From an optimization exercise on the open Yosys and OpenROAD flow, aimed at small area and a short achievable clock period; shortcuts taken in it are not production practice.
Where RTL was checked, it was by simulation tests only, not by an equivalence proof against the original.

==> 03-09: inputs <==
// Multiplier
module Multiplier(
  input         clock,
                reset,
                io_in_valid,
  input  [31:0] io_a,
                io_b,
  input  [1:0]  io_op,
  output [31:0] io_res,
  output        io_res_valid
);
Settings: LEC_CHECK=0, ABC_AREA=1, CAP_MARGIN=20, CORE_MARGIN=2, CORE_UTILIZATION=40, SETUP_SLACK_MARGIN=2.0, SLEW_MARGIN=20; clock period 5.6 ns.
standard.sh (not shown) runs the stock make flow with config.mk's settings and CLKGATE_MAP_FILE= SYNTH_SCRIPT=/design/flow/synth_recipe.tcl, a recipe that flattens the netlist after the stock synthesis.
==> flow/flow/run.sh <==
#!/bin/bash
# Own layout flow: the standard flow (standard.sh), with one extra step
# between synthesis and floorplan: flow/polfix.py removes the needless
# inverters that Yosys's full-adder extraction leaves around full-adder cells
# (a full adder is self-dual, so each may be built in either polarity).
# Registers, ports and all other cells are kept as synthesis made them.
# Each tool's output goes to a log file of its own in the work folder.
set -euo pipefail
cd "$(dirname "$0")/.."
R=orfs/results/${FLOW_PLATFORM:-sky130hd}/Multiplier/base
bash standard.sh synth > flow_synth.log 2>&1
cp "$R/1_2_yosys.v" 1_2_yosys.std.v
python3 flow/polfix.py 1_2_yosys.std.v 1_2_yosys.pol.v > flow_polfix.log 2>&1
cp 1_2_yosys.pol.v "$R/1_2_yosys.v"
rm -f "$R/1_synth.odb" "$R/1_synth.sdc"
bash standard.sh > flow_finish.log 2>&1
Other scripts of this flow, unchanged in this note and not shown: flow/flow/polfix.py
==> 01-13: changes against 03-09 <==
--- a/flow/flow/run.sh
+++ b/flow/flow/run.sh
@@ -8,9 +8,12 @@
 set -euo pipefail
 cd "$(dirname "$0")/.."
 R=orfs/results/${FLOW_PLATFORM:-sky130hd}/Multiplier/base
-bash standard.sh synth > flow_synth.log 2>&1
+# Port buffers: buf_4 instead of the delay cell buffer_ports picks by default
+# (every port still gets its own buffer).
+PORTBUF="BUFFER_PORTS_ARGS=-buffer_cell sky130_fd_sc_hd__buf_4"
+bash standard.sh "$PORTBUF" synth > flow_synth.log 2>&1
 cp "$R/1_2_yosys.v" 1_2_yosys.std.v
 python3 flow/polfix.py 1_2_yosys.std.v 1_2_yosys.pol.v > flow_polfix.log 2>&1
 cp 1_2_yosys.pol.v "$R/1_2_yosys.v"
 rm -f "$R/1_synth.odb" "$R/1_synth.sdc"
-bash standard.sh > flow_finish.log 2>&1
+bash standard.sh "$PORTBUF" finish > flow_finish.log 2>&1
SETUP_SLACK_MARGIN = 2.4   (was 2.0)
==> qor summary <==
Clock-cell share: 03-09 3.85%; 01-13 3.57%
Worst slack on hold paths: 03-09 0.409 ns; 01-13 0.403 ns
Later-pin clock latency in the skew report: 03-09 0.58 ns; 01-13 0.57 ns
Layout Area Growth over Synthesis: 03-09 15.8%; 01-13 23.8%
Grt met1 use: 03-09 37.1%; 01-13 38.7%
Reg-to-Reg Start: 03-09 mulcore_inst.q821; 01-13 mulcore_inst.q790
Delay of the slowest cell on the worst path: 03-09 0.91 ns; 01-13 0.70 ns
Clock skew after layout: 03-09 0.0202 ns; 01-13 0.0312 ns
Minimum clock period after layout: 03-09 3.60 ns; 01-13 3.46 ns
Num CTS Buffers: 03-09 42; 01-13 41
Top routing layer used: 03-09 met5; 01-13 met4
Initial antenna violation count: 03-09 3; 01-13 1
Average vias per placed instance: 03-09 5.64; 01-13 5.68
Run status: 03-09 no timing/DRC/antenna violations; 01-13 no timing/DRC/antenna violations
Crit path depth: 03-09 6; 01-13 11
Post-layout nets: 03-09 4,389; 01-13 4,323
Number of global-route vias before repair: 03-09 26,700; 01-13 26,900
Worst Path Buf+Inv: 03-09 1; 01-13 0
Total instance count after detailed placement: 03-09 4,672; 01-13 4,607
Share of the cycle needed by the critical path after routing: 03-09 64.2%; 01-13 61.9%
Final design area excluding fillers: 03-09 38,400 µm²; 01-13 41,100 µm²
Clock buffers: 03-09 50; 01-13 57

========
==> run a: inputs <==
Another version of the RTL of Multiplier (not shown whole).
Design Multiplier, start of the top module:
module Multiplier(
  input         clock,
                reset,
                io_in_valid,
  input  [31:0] io_a,
                io_b,
  input  [1:0]  io_op,
  output [31:0] io_res,
  output        io_res_valid
);
==> flow/config.mk <==
export PLATFORM = sky130hd
export DESIGN_NAME = Multiplier
export DESIGN_NICKNAME = Multiplier
export VERILOG_FILES = /design/flow/design.v
export SDC_FILE = /design/flow/constraint.sdc
export NUM_CORES = 4
export LEC_CHECK = 0
export ABC_AREA = 1
export CAP_MARGIN = 20
export CORE_MARGIN = 2
export CORE_UTILIZATION = 40
export SETUP_SLACK_MARGIN = 2.0
export SLEW_MARGIN = 20
==> flow/constraint.sdc <==
create_clock -name core_clock -period 5.6 [get_ports {clock}]
set_input_delay 1.1200 -clock core_clock [delete_from_list [all_inputs] [get_ports {clock}]]
set_output_delay 1.1200 -clock core_clock [all_outputs]
set_load 0.01 [all_outputs]
==> flow/flow/run.sh <==
#!/bin/bash
# Own layout flow: the standard flow (standard.sh), with one extra step
# between synthesis and floorplan: flow/polfix.py removes the needless
# inverters that Yosys's full-adder extraction leaves around full-adder cells
# (a full adder is self-dual, so each may be built in either polarity).
# Registers, ports and all other cells are kept as synthesis made them.
# Each tool's output goes to a log file of its own in the work folder.
set -euo pipefail
cd "$(dirname "$0")/.."
R=orfs/results/${FLOW_PLATFORM:-sky130hd}/Multiplier/base
# Port buffers: buf_4 instead of the delay cell buffer_ports picks by default
# (every port still gets its own buffer).
PORTBUF="BUFFER_PORTS_ARGS=-buffer_cell sky130_fd_sc_hd__buf_4"
bash standard.sh "$PORTBUF" synth > flow_synth.log 2>&1
cp "$R/1_2_yosys.v" 1_2_yosys.std.v
python3 flow/polfix.py 1_2_yosys.std.v 1_2_yosys.pol.v > flow_polfix.log 2>&1
cp 1_2_yosys.pol.v "$R/1_2_yosys.v"
rm -f "$R/1_synth.odb" "$R/1_synth.sdc"
bash standard.sh "$PORTBUF" finish > flow_finish.log 2>&1
Other scripts of this flow, unchanged in this note and not shown: flow/flow/polfix.py
==> inputs of run b, as changes to run a <==
CTS_BUF_LIST = sky130_fd_sc_hd__clkbuf_4 sky130_fd_sc_hd__clkbuf_8   (was unset)
==> impl_metrics.tcl <==
set metrics [dict create \
    cts_root_buffer "clkbuf_16" \
    worstSetupStartpoint "mulcore_inst.q928" \
    viasPerCell 5.54 \
    crit_path_frequent_cell "inv_2" \
    worstPathArrival_ps 4100 \
    cts_buffers 41 \
    cpPeakStageDelay_ps 710 \
    clkbuf_count 55 \
    cts_setup_buffers 49 \
    status "finished clean" \
    utilization 0.449 \
    timing.slew.headroom 0.362 \
    drt_iter0_drc 2345 \
    worstSetupPathDepth 17 \
    fin_crit_ps 3620 \
    layout.nets 4005 \
]
[end of results for run a]
==> impl_metrics.tcl <==
set metrics [dict create \
    drt_iter0_drc 2254 \
    layout.nets 4026 \
    worstPathArrival_ps 4190 \
    crit_family "adder cells" \
    cts_buffers 60 \
    cts_setup_buffers 35 \
    worstSetupStartpoint "mulcore_inst.q916" \
    tap_cells 1050 \
    clkbuf_count 81 \
    status "finished clean" \
    timing.slew.headroom 0.363 \
    cts_root_buffer "clkbuf_8" \
    path_clk_slew_ps 70 \
    cpPeakStageDelay_ps 660 \
]
[end of results for run b]

========
==> job 9449: inputs <==
Multiplier, a different RTL version from the one above (not shown whole).
Settings: LEC_CHECK=0, CAP_MARGIN=20, CORE_MARGIN=2, CORE_UTILIZATION=40, SETUP_SLACK_MARGIN=1.8, SLEW_MARGIN=20; clock period 5.6 ns.
run.sh (not shown) runs the stock make flow with config.mk's settings and CLKGATE_MAP_FILE= SYNTH_SCRIPT=/design/flow/synth_recipe.tcl, a recipe that flattens the netlist after the stock synthesis.
Stock flow here: none of the scripts above is used.
==> inputs of job 5761, as changes to job 9449 <==
SETUP_SLACK_MARGIN = 2.4   (was 1.8)
==> inputs of job 5235, as changes to job 9449 <==
SETUP_SLACK_MARGIN = unset   (was 1.8)
==> summary.txt <==
metric                                                                   job 5761             job 5235             job 9449
Result of the run                                no timing/DRC/antenna violations  no timing/DRC/antenna violations  no timing/DRC/antenna violations
Wire length of the first global-routing pass                               274 mm               245 mm               247 mm
Maximum number of pins on one net before global-route repair                   57                  121                  123
Hold Crit Start                                                  mulcore_inst.hi1    mulcore_inst.q984     mulcore_inst.hi1
Non-clock buffer area fraction after layout                                 15.6%                5.99%                6.81%
Via count                                                                  43,200               39,200               39,700
Worst reg2reg endpoint                                        mulcore_inst.rl[30]  mulcore_inst.rl[31]  mulcore_inst.rl[30]
Final worst slack                                                         1.33 ns             0.394 ns              1.28 ns
Half-perimeter wire length of the detailed placement result                122 mm               123 mm               123 mm
Register Area                                                         0.00636 mm2          0.00635 mm2          0.00635 mm2
Worst slack after detailed placement                                     0.704 ns             0.773 ns             0.616 ns
Maximum operating frequency                                             0.234 GHz            0.192 GHz            0.232 GHz
No run of this note included a check of the RTL's function; only the layout flow was run.

========
==> trial 51 <==
Multiplier with an RTL version that a note above also has.
==> flow/config.mk <==
export PLATFORM = sky130hd
export DESIGN_NAME = Multiplier
export DESIGN_NICKNAME = Multiplier
export VERILOG_FILES = /design/flow/design.v
export SDC_FILE = /design/flow/constraint.sdc
export NUM_CORES = 4
export LEC_CHECK = 0
export ABC_AREA = 1
export CAP_MARGIN = 20
export CORE_MARGIN = 2
export CORE_UTILIZATION = 40
export SETUP_SLACK_MARGIN = 2.0
export SLEW_MARGIN = 20
==> flow/constraint.sdc <==
create_clock -name core_clock -period 5.6 [get_ports {clock}]
set_input_delay 1.1200 -clock core_clock [delete_from_list [all_inputs] [get_ports {clock}]]
set_output_delay 1.1200 -clock core_clock [all_outputs]
set_load 0.01 [all_outputs]
standard.sh (not shown) runs the stock make flow with config.mk's settings and CLKGATE_MAP_FILE= SYNTH_SCRIPT=/design/flow/synth_recipe.tcl, a recipe that flattens the netlist after the stock synthesis.
Scripts as last shown in full above: flow/flow/run.sh
Other scripts of this flow, unchanged in this note and not shown: flow/flow/polfix.py
==> inputs of build 70, as changes to trial 51 <==
--- a/flow/design.v
+++ b/flow/design.v
@@ -2943,25 +2943,31 @@
   assign hs0[28] = H_p[28] ^ H_G1812;
   assign hs1[28] = H_p[28] ^ (H_G1812 | H_P1813);
   assign hs0[29] = H_p[29] ^ H_G1814;
   assign hs1[29] = H_p[29] ^ (H_G1814 | H_P1815);
   assign hs0[30] = H_p[30] ^ H_G1816;
   assign hs1[30] = H_p[30] ^ (H_G1816 | H_P1817);
   assign hs0[31] = H_p[31] ^ H_G1818;
   assign hs1[31] = H_p[31] ^ (H_G1818 | H_P1819);
-  reg [31:0] r0;
-  reg [31:0] r1;
-  reg rc;
+  reg [31:0] rlo;
+  reg [31:0] rh0;
+  reg [31:0] rh1;
+  reg rs1;
+  reg rs0;
+  reg rsl;
   always @(posedge clock) begin
-    r0 <= hi1 ? hs0 : L;
-    r1 <= hi1 ? hs1 : L;
-    rc <= hi1 & L_co;
+    rlo <= L;
+    rh0 <= hs0;
+    rh1 <= hs1;
+    rs1 <= hi1 & L_co;
+    rs0 <= hi1 & ~L_co;
+    rsl <= ~hi1;
   end
-  assign io_res = rc ? r1 : r0;
+  assign io_res = ({32{rs1}} & rh1) | ({32{rs0}} & rh0) | ({32{rsl}} & rlo);
 endmodule
 module Multiplier(
   input         clock,
                 reset,
                 io_in_valid,
   input  [31:0] io_a,
                 io_b,
   input  [1:0]  io_op,
==> impl_results.md <==
* Run status: complete, no violations
* Most frequent cells in the layout: nand2_1, xnor2_1, o22ai_1
* Syn_area_per_cell at 9.28 um^2
* WL final at 113000 um
* Top flop regs: mulcore_inst.rh0 (32), mulcore_inst.rh1 (32), mulcore_inst.rlo (32)
* Worst-Skew Late Latency at 0.61 ns
* Period utilization at 63.4%
the above is filed under build 70

==> impl_results.md <==
* WL final at 115000 um
* Top flop regs: mulcore_inst.r0 (32), mulcore_inst.r1 (32)
* Run status: complete, no violations
* Period utilization at 63.7%
* Syn_area_per_cell at 9.11 um^2
the above is filed under trial 51

Function not checked in build 70: the RTL went through the layout flow alone.

========
==> exp/nickel <==
Another version of the RTL of Multiplier (not shown whole).
Settings: LEC_CHECK=0, ABC_AREA=1, CAP_MARGIN=20, CORE_MARGIN=2, CORE_UTILIZATION=40, SETUP_SLACK_MARGIN=1.8, SLEW_MARGIN=20; clock period 5.6 ns.
Scripts as last shown in full above: flow/flow/run.sh
Other scripts of this flow, unchanged in this note and not shown: flow/flow/polfix.py
==> exp/raven (differences from exp/nickel) <==
ABC_AREA = unset   (was 1)
SETUP_SLACK_MARGIN = 2.0   (was 1.8)
==> exp/indigo (differences from exp/nickel) <==
SETUP_SLACK_MARGIN = 2.1   (was 1.8)
==> exp/tundra (differences from exp/nickel) <==
CTS_BUF_LIST = sky130_fd_sc_hd__clkbuf_4 sky130_fd_sc_hd__clkbuf_8   (was unset)
SETUP_SLACK_MARGIN = 2.0   (was 1.8)
==> results_dict.tcl <==
set metrics [dict create \
    status "no timing/DRC/antenna violations" \
    first_pass_iters 8 \
    multiInputGateArea_um2 22610 \
    rr_worst_depth 15 \
    max_freq_mhz 261.1 \
    hpwl_mm 81.08 \
    start_util_pct 40.23 \
    r2r-start "mulcore_inst.q918$_DFF_P_" \
    timing.final.ws_setup_ns 1.770 \
    placed_area_um2 33570 \
    grt_pass1_wl_mm 156.9 \
]
The numbers above come from exp/nickel.

==> results_dict.tcl <==
set metrics [dict create \
    status "no timing/DRC/antenna violations" \
    start_util_pct 40.16 \
    r2r-start "mulcore_inst.q749$_DFF_P_" \
    placed_area_um2 38680 \
    multiInputGateArea_um2 28230 \
    hpwl_mm 99.81 \
    timing.final.ws_setup_ns 1.733 \
    first_pass_iters 6 \
    rr_worst_depth 11 \
    max_freq_mhz 258.6 \
]
The numbers above come from exp/raven.

==> results_dict.tcl <==
set metrics [dict create \
    status "no timing/DRC/antenna violations" \
    rr_worst_depth 15 \
    multiInputGateArea_um2 23280 \
    multi_input_gates 2449 \
    start_util_pct 40.23 \
    placed_area_um2 33970 \
    route.antenna.remaining_nets 0 \
    timing.final.ws_setup_ns 1.905 \
    grt_pass1_wl_mm 158.5 \
    r2r-start "mulcore_inst.q905$_DFF_P_" \
    max_freq_mhz 270.6 \
    hpwl_mm 81.87 \
]
The numbers above come from exp/indigo.

==> results_dict.tcl <==
set metrics [dict create \
    r2r-start "mulcore_inst.q900$_DFF_P_" \
    timing.final.ws_setup_ns 2.021 \
    first_pass_iters 6 \
    start_util_pct 40.23 \
    cp_common_cell "fa_1" \
    hpwl_mm 80.81 \
    status "no timing/DRC/antenna violations" \
    placed_area_um2 33650 \
    multiInputGateArea_um2 22940 \
    max_freq_mhz 279.4 \
    grt_pass1_wl_mm 155.1 \
]
The numbers above come from exp/tundra.


========
==> run G: inputs <==
Multiplier again, from the RTL that the note above started with.
==> flow/config.mk <==
export PLATFORM = sky130hd
export DESIGN_NAME = Multiplier
export DESIGN_NICKNAME = Multiplier
export VERILOG_FILES = /design/flow/design.v
export SDC_FILE = /design/flow/constraint.sdc
export NUM_CORES = 4
export LEC_CHECK = 0
export ABC_AREA = 1
export CAP_MARGIN = 20
export CORE_MARGIN = 2
export CORE_UTILIZATION = 40
export SETUP_SLACK_MARGIN = 1.9
export SLEW_MARGIN = 20
==> flow/constraint.sdc <==
create_clock -name core_clock -period 5.6 [get_ports {clock}]
set_input_delay 1.1200 -clock core_clock [delete_from_list [all_inputs] [get_ports {clock}]]
set_output_delay 1.1200 -clock core_clock [all_outputs]
set_load 0.01 [all_outputs]
Scripts as last shown in full above: flow/flow/run.sh
Other scripts of this flow, unchanged in this note and not shown: flow/flow/polfix.py
==> run P (differences from run G) <==
--- a/flow/config.mk
+++ b/flow/config.mk
@@ -9,5 +9,6 @@
 export CAP_MARGIN = 20
 export CORE_MARGIN = 2
-export CORE_UTILIZATION = 40
-export SETUP_SLACK_MARGIN = 1.9
+export CORE_UTILIZATION = 50
+export PLACE_DENSITY = 0.75
+export SETUP_SLACK_MARGIN = 2.2
 export SLEW_MARGIN = 20
==> run H (differences from run G) <==
--- a/flow/config.mk
+++ b/flow/config.mk
@@ -10,4 +10,4 @@
 export CORE_MARGIN = 2
 export CORE_UTILIZATION = 40
-export SETUP_SLACK_MARGIN = 1.9
+export SETUP_SLACK_MARGIN = 2.0
 export SLEW_MARGIN = 20
==> run D (differences from run G) <==
--- a/flow/config.mk
+++ b/flow/config.mk
@@ -10,4 +10,4 @@
 export CORE_MARGIN = 2
 export CORE_UTILIZATION = 40
-export SETUP_SLACK_MARGIN = 1.9
+export SETUP_SLACK_MARGIN = 2.2
 export SLEW_MARGIN = 20
==> notes <==
Clock skew: run P is higher than run H (0.95 ps). In run P the critical path depth is higher than in run D, by 9. Sequential share of layout area: run G > run H > run P > run D. Worst hold slack: run G is worse than run P (0.85 ps). Register-to-register slack: run G is lower than run H (170 ps). Between run P and run D, the lower die area is in run P (gap about 20%, measured against run D).

-- afterwards: timing with drivers on the ports --
In the flow no input, the clock included, has a driving cell. The finished layouts below were timed again as built, in two steps.
Step 1, drivers: a clkbuf_16 drives clock and a buf_2 each remaining input, both assumed.
Step 2 moves the port delays by t, midway between the first and last clock arrival at a register: inputs arrive t later, outputs are due t later. That takes back most of the time a late clock gives input paths.
Slacks: ideal ports / drivers / drivers and shift; pairs: ideal ports / drivers.
run	t, ns	setup WS [ns]	latest minus earliest clock arrival (ns)	worst slew at a driven data input, ns	pins driven straight from the clock port
03-09	0.643	2.003 / 2.016 / 1.415	0.021 / 0.020	0.06	1
01-13	0.631	2.135 / 2.135 / 1.755	0.044 / 0.045	0.17	1
run a	0.647	1.985 / 1.985 / 1.429	0.019 / 0.019	0.12	1
run b	0.745	2.005 / 2.005 / 1.313	0.027 / 0.026	0.12	1
job 9449	0.651	1.282 / 1.212 / 1.008	0.032 / 0.033	0.22	1
job 5761	0.670	1.332 / 1.258 / 1.376	0.042 / 0.042	0.35	1
job 5235	0.645	0.394 / 0.325 / 0.630	0.036 / 0.036	0.20	1
trial 51	0.635	2.035 / 2.074 / 1.439	0.044 / 0.044	0.05	1
build 70	0.661	2.051 / 2.087 / 1.425	0.035 / 0.035	0.07	1
exp/nickel	0.643	1.770 / 1.770 / 1.205	0.031 / 0.031	0.11	1
exp/raven	0.659	1.733 / 1.733 / 1.353	0.032 / 0.032	0.09	1
exp/indigo	0.652	1.905 / 1.905 / 1.580	0.020 / 0.020	0.11	1
exp/tundra	0.694	2.021 / 2.021 / 1.381	0.045 / 0.045	0.09	1
run G	0.637	1.859 / 1.859 / 1.279	0.035 / 0.035	0.11	1
run P	0.627	1.897 / 1.897 / 1.581	0.021 / 0.021	0.09	1
run H	0.637	2.028 / 2.028 / 1.413	0.021 / 0.021	0.09	1
run D	0.643	2.066 / 2.066 / 1.601	0.032 / 0.032	0.18	1
After both steps setup and hold are still met in every run listed. The setup slack of run b, which loses most, moves by 0.000 ns with the drivers and by -0.692 ns with both steps.
